Background: an optimization exercise with open tools, aiming at small area. Do not read the settings as production practice. Only simulation tests tie the RTL to the original design; equivalence was not proved. No driver is modelled on the clock port, so clock power and skew are understated where the tree is cut down; a real chip needs a root buffer or a tree. No activity file was given, so power comes from the tool's default toggle rates.

== the reference run ==
// top
module top(clk, rst, led, digit, Seven_Seg);
    input clk;
    input rst;
    output [15:0] led;
    output [0:3] digit;
    output [0:7] Seven_Seg;
    wire [15:0] nq;
    wire step;
    counter c(
        .clk(clk),
        .rst(rst),
        .led(led),
        .nq(nq),
        .step(step)
    );
    print_num disp(
        .clk(clk),
        .rst(rst),
        .nq(nq),
        .digit(digit),
        .Seven_Seg(Seven_Seg)
    );
endmodule
Size: ~220 cells after synthesis, about 42 flip-flops, roughly 30 I/O pins.
export LEC_CHECK = 0
export CAP_MARGIN = 20
export CORE_MARGIN = 2
export CORE_UTILIZATION = 40
export SLEW_MARGIN = 20
create_clock -name core_clock -period 16.0 [get_ports {clk}]
run.sh (not shown) runs the stock make flow with config.mk's settings and CLKGATE_MAP_FILE= SYNTH_SCRIPT=/design/flow/synth_recipe.tcl, a recipe that flattens the netlist after the stock synthesis.
Relative to the reference run, the following input files were edited for the trial run:
==> flow/flow/run.sh (new file) <==
#!/bin/bash
# Own layout flow: the standard synthesis, then a stronger area-oriented
# re-mapping of the combinational cells (flip-flops kept as they are), then the
# standard layout with small port buffers and a small clock tree.
set -euo pipefail
W=$(pwd)
R=$W/orfs/results/$FLOW_PLATFORM/top/base
YOSYS=$(command -v yosys || echo $FLOW_HOME/../tools/install/yosys/bin/yosys)
LIB=$FLOW_HOME/platforms/$FLOW_PLATFORM/lib/sky130_fd_sc_hd__tt_025C_1v80.lib

# 1. standard synthesis up to the flattened netlist
bash standard.sh $R/1_2_yosys.v > $W/synth_standard.log 2>&1
cp $R/1_2_yosys.v $W/yosys_standard.v

# 2. re-map the combinational logic
DU=""
for c in $(sed -n '/^export DONT_USE_CELLS/,/^#/p' $FLOW_HOME/platforms/$FLOW_PLATFORM/config.mk | grep -o 'sky130_fd_sc_hd__[a-z0-9_]*'); do
  DU="$DU -dont_use $c"
done
cat > $W/remap.ys <<EOT
read_liberty -ignore_miss_func $LIB
blackbox sky130_fd_sc_hd__df* sky130_fd_sc_hd__edf* sky130_fd_sc_hd__sdf* sky130_fd_sc_hd__dl* sky130_fd_sc_hd__sedf*
read_verilog $W/yosys_standard.v
hierarchy -top $FLOW_TOP
flatten
rename -hide w:_*_.*
opt_clean -purge
abc -liberty $LIB $DU -script $W/flow/remap.abc
rename -hide w:_*_.*
opt_clean -purge
hilomap -singleton -hicell sky130_fd_sc_hd__conb_1 HI -locell sky130_fd_sc_hd__conb_1 LO
insbuf -buf sky130_fd_sc_hd__buf_1 A X
stat -liberty $LIB
write_verilog -noattr -noexpr -nohex -nodec $W/yosys_remapped.v
EOT
$YOSYS -s $W/remap.ys > $W/remap.log 2>&1
# the re-mapped netlist must read back cleanly
$YOSYS -p "read_liberty -lib $LIB; read_verilog $W/yosys_remapped.v; hierarchy -top $FLOW_TOP; check -assert" > $W/remap_check.log 2>&1
cp $W/yosys_remapped.v $R/1_2_yosys.v

# 3. the rest of the standard layout
export BUFFER_PORTS_ARGS="-buffer_cell sky130_fd_sc_hd__buf_1"
export CTS_ARGS="-sink_clustering_enable -repair_clock_nets -dont_use_dummy_load -root_buf sky130_fd_sc_hd__clkbuf_4 -buf_list sky130_fd_sc_hd__clkbuf_4 -sink_clustering_size 30 -sink_clustering_max_diameter 100"
bash standard.sh > $W/layout.log 2>&1
==> flow/flow/remap.abc (new file) <==
strash
&get -n
&deepsyn -T 30
&put
dch -f
amap
==> flow/standard.sh (new file) <==
#!/bin/bash
# synth_recipe.tcl (not shown) runs the flow's synth.tcl, then flattens the netlist and writes it again
# the make line also repeats each setting of config.mk as NAME=value (left out here)
make -C /OpenROAD-flow-scripts/flow DESIGN_CONFIG=/design/flow/config.mk WORK_HOME=/design/flow/orfs CLKGATE_MAP_FILE= SYNTH_SCRIPT=/design/flow/synth_recipe.tcl "${@:-finish}"
removed: flow/run.sh
==> comparison <==
- | fraction of power consumed by combinational cells | lower: the trial run |
- The trial run: period utilization is 5.0 points higher than what the reference run reported.
- Compared to the reference run, the trial run leaves more free space in the core.
- Taking the trial run as 1.0, the reference run lands at 1.2 on wire length of the first global-routing pass.
- The trial run vs. the reference run: largest net degree at the start of global routing went down by about 21%.
- Combinational power ends up higher on the reference run.
- The trial run vs the reference run on cell depth of the worst flop-to-flop path: the trial run is the higher one.

---

The RTL this note starts from:
==> flow/design.v <==
module counter(input clk, input rst, input r0, output [15:0] led, output [15:0] nq, output step);
    reg [5:0] p;
    reg [15:0] n;
    reg [15:1] l;
    assign step = (&p[3:0]) & ~r0;
    function [3:0] bcd_inc(input [3:0] d, input c);
        bcd_inc = {d[3] ^ (c & d[0] & ((d[2] & d[1]) | d[3])),
                   d[2] ^ (c & d[0] & d[1]),
                   d[1] ^ (c & d[0] & ~d[3]),
                   d[0] ^ c};
    endfunction
    wire c1 = step & n[0] & n[3];
    wire c2 = c1 & n[4] & n[7];
    wire c3 = c2 & n[8] & n[11];
    assign led = r0 ? 16'h4888 : {l, n[0]} + step;
    assign nq = n;
    always @(posedge clk) begin
        if (rst)
            p <= 6'b001111;
        else
            p <= {p[4:0], p[0] ^ p[5] ^ (p[1] & p[3])};
        if (r0)
            n <= 16'h1234;
        else
            n <= {bcd_inc(n[15:12], c3), bcd_inc(n[11:8], c2),
                  bcd_inc(n[7:4], c1), bcd_inc(n[3:0], step)};
        l <= led[15:1];
    end
endmodule
module print_num(input clk, input rst, input [15:0] nq, output [0:3] digit, output [0:7] Seven_Seg, output r0);
    reg [2:0] q;
    always @(posedge clk) begin
        if (rst)
            q <= 3'b000;
        else
            q <= {q[1], q[0], ~(q[2] & (q[1] | q[0]))};
    end
    assign digit = {q[0] & ~q[1], q[1] & ~q[2], q[2] & q[0], q[2] & ~q[0]};
    assign r0 = ~(q[2] | q[0]);
    wire [3:0] m = ~(({4{digit[0]}} & ~nq[15:12]) | ({4{digit[1]}} & ~nq[11:8]) |
                     ({4{digit[2]}} & ~nq[7:4])   | ({4{digit[3]}} & ~nq[3:0]));
    reg [0:6] s;
    always @(*) begin
        case (m)
            4'd0: s = 7'b0000001;
            4'd1: s = 7'b1001111;
            4'd2: s = 7'b0010010;
            4'd3: s = 7'b0000110;
            4'd4: s = 7'b1001100;
            4'd5: s = 7'b0100100;
            4'd6: s = 7'b0100000;
            4'd7: s = 7'b0001111;
            4'd8: s = 7'b0000000;
            4'd9: s = 7'b0000100;
            default: s = 7'b1111111;
        endcase
    end
    assign Seven_Seg = {s, 1'b1};
endmodule
module top(clk, rst, led, digit, Seven_Seg);
    input clk;
    input rst;
    output [15:0] led;
    output [0:3] digit;
    output [0:7] Seven_Seg;
    wire [15:0] nq;
    wire step;
    wire r0;
    counter c(
        .clk(clk),
        .rst(rst),
        .r0(r0),
        .led(led),
        .nq(nq),
        .step(step)
    );
    print_num disp(
        .clk(clk),
        .rst(rst),
        .nq(nq),
        .digit(digit),
        .Seven_Seg(Seven_Seg),
        .r0(r0)
    );
endmodule
export LEC_CHECK = 0
export CAP_MARGIN = 20
export CORE_AREA = 2 2 60 60
export DIE_AREA = 0 0 62 62
export GPL_TIMING_DRIVEN = 0
export SLEW_MARGIN = 20
create_clock -name core_clock -period 16.0 [get_ports {clk}]
standard.sh (not shown) runs the stock make flow with config.mk's settings and CLKGATE_MAP_FILE= SYNTH_SCRIPT=/design/flow/synth_recipe.tcl, a recipe that flattens the netlist after the stock synthesis.
==> flow/flow/run.sh <==
#!/bin/bash
# Own layout flow: the standard synthesis, then a stronger area-oriented
# re-mapping of the combinational cells (flip-flops kept as they are), then the
# standard layout with small port buffers and a small clock tree.
set -euo pipefail
W=$(pwd)
R=$W/orfs/results/$FLOW_PLATFORM/top/base
YOSYS=$(command -v yosys || echo $FLOW_HOME/../tools/install/yosys/bin/yosys)
LIB=$FLOW_HOME/platforms/$FLOW_PLATFORM/lib/sky130_fd_sc_hd__tt_025C_1v80.lib

# 1. standard synthesis up to the flattened netlist
bash standard.sh $R/1_2_yosys.v > $W/synth_standard.log 2>&1
cp $R/1_2_yosys.v $W/yosys_standard.v

# 2. re-map the combinational logic
DU=""
for c in $(sed -n '/^export DONT_USE_CELLS/,/^#/p' $FLOW_HOME/platforms/$FLOW_PLATFORM/config.mk | grep -o 'sky130_fd_sc_hd__[a-z0-9_]*'); do
  DU="$DU -dont_use $c"
done
# one re-mapping per ABC script in flow/remap_*.abc, run side by side; the smallest is kept
best=""
best_area=""
for abc in $W/flow/remap_*.abc; do
  k=$(basename $abc .abc)
  cat > $W/$k.ys <<EOT
read_liberty -ignore_miss_func $LIB
blackbox sky130_fd_sc_hd__df* sky130_fd_sc_hd__edf* sky130_fd_sc_hd__sdf* sky130_fd_sc_hd__dl* sky130_fd_sc_hd__sedf*
read_verilog $W/yosys_standard.v
hierarchy -top $FLOW_TOP
flatten
rename -hide w:_*_.*
opt_clean -purge
abc -liberty $LIB $DU -script $abc
rename -hide w:_*_.*
opt_clean -purge
hilomap -singleton -hicell sky130_fd_sc_hd__conb_1 HI -locell sky130_fd_sc_hd__conb_1 LO
insbuf -buf sky130_fd_sc_hd__buf_1 A X
tee -o $W/$k.stat stat -liberty $LIB
write_verilog -noattr -noexpr -nohex -nodec $W/$k.v
EOT
  $YOSYS -s $W/$k.ys > $W/$k.log 2>&1 &
done
wait
for abc in $W/flow/remap_*.abc; do
  k=$(basename $abc .abc)
  area=$(grep -s "Chip area" $W/$k.stat | awk '{print $NF}' || true)
  echo "$k $area" >> $W/remap_areas.txt
  [[ -n "$area" && -s $W/$k.v ]] || continue
  if [[ -z "$best" ]] || awk -v a=$area -v b=$best_area 'BEGIN { exit !(a < b) }'; then
    best=$k
    best_area=$area
  fi
done
echo "kept $best" >> $W/remap_areas.txt
cp $W/$best.v $W/yosys_remapped.v
# the re-mapped netlist must read back cleanly
$YOSYS -p "read_liberty -lib $LIB; read_verilog $W/yosys_remapped.v; hierarchy -top $FLOW_TOP; check -assert" > $W/remap_check.log 2>&1
cp $W/yosys_remapped.v $R/1_2_yosys.v

# 3. the rest of the standard layout
export PRE_GLOBAL_PLACE_TCL=$W/flow/input_buffers.tcl
export BUFFER_PORTS_ARGS="-outputs -buffer_cell sky130_fd_sc_hd__buf_1"
export PRE_CTS_TCL=$W/flow/clock_buffers.tcl
export CLOCK_BUFFERS=2
export CLOCK_BUFFER_CELL=sky130_fd_sc_hd__clkbuf_8
bash standard.sh > $W/layout.log 2>&1
==> flow/flow/input_buffers.tcl <==
# Sourced by ORFS's global_place.tcl before port buffering (PRE_GLOBAL_PLACE_TCL). Removes the
# buffers synthesis left (as timing-driven global placement does), then gives the input ports
# a buffer strong enough for the reset net's fanout; buffer_ports then buffers the outputs
# (BUFFER_PORTS_ARGS -outputs) with the smallest buffer.
remove_buffers
buffer_ports -inputs -buffer_cell sky130_fd_sc_hd__buf_1
Other scripts of this flow, unchanged in this note and not shown: flow/flow/clock_buffers.tcl, flow/flow/remap_a.abc, flow/flow/remap_b.abc, flow/flow/remap_c.abc, flow/flow/remap_d.abc
The first run ran to the end with no violations.
Next try:
--- a/flow/flow/input_buffers.tcl
+++ b/flow/flow/input_buffers.tcl
@@ -6 +6 @@
-buffer_ports -inputs -buffer_cell sky130_fd_sc_hd__buf_1
+buffer_ports -inputs -buffer_cell sky130_fd_sc_hd__buf_2
Effect: Setup slack improved by 0.039 ns; global-route usage climbs by 0.35 points; clock skew went up by 0.0038 ns.
No run of this note takes its clock network from TritonCTS; it comes from the design's own scripts or RTL.

## static timing again, ports no longer ideal
The results above use ideal ports. As a check the final layouts listed here were re-extracted and re-timed, cells and wires unchanged. Step 1, drivers: a clkbuf_16 drives clk and a buf_2 each remaining input, both assumed. Step 2 moves the port delays by t, midway between the first and last clock arrival at a register: inputs arrive t later, outputs are due t later. That takes back most of the time a late clock gives input paths. Slacks: ideal ports / drivers / drivers and shift; pairs: ideal ports / drivers.
run | shift t [ns] | slack for setup (ns) | latest minus earliest clock arrival (ns) | worst register clock-pin slew, ns
the reference run | 0.319 | 9.963 / 9.937 / 10.255 | 0.005 / 0.005 | 0.08 / 0.08
the trial run | 0.364 | 9.170 / 9.145 / 9.509 | 0.021 / 0.020 | 0.12 / 0.12
the first run of note 2 | 0.199 | 9.895 / 9.863 / 10.062 | 0.007 / 0.007 | 0.12 / 0.12
the second run of note 2 | 0.201 | 9.934 / 9.900 / 10.100 | 0.011 / 0.011 | 0.12 / 0.12
After both steps setup and hold are still met in every run listed.
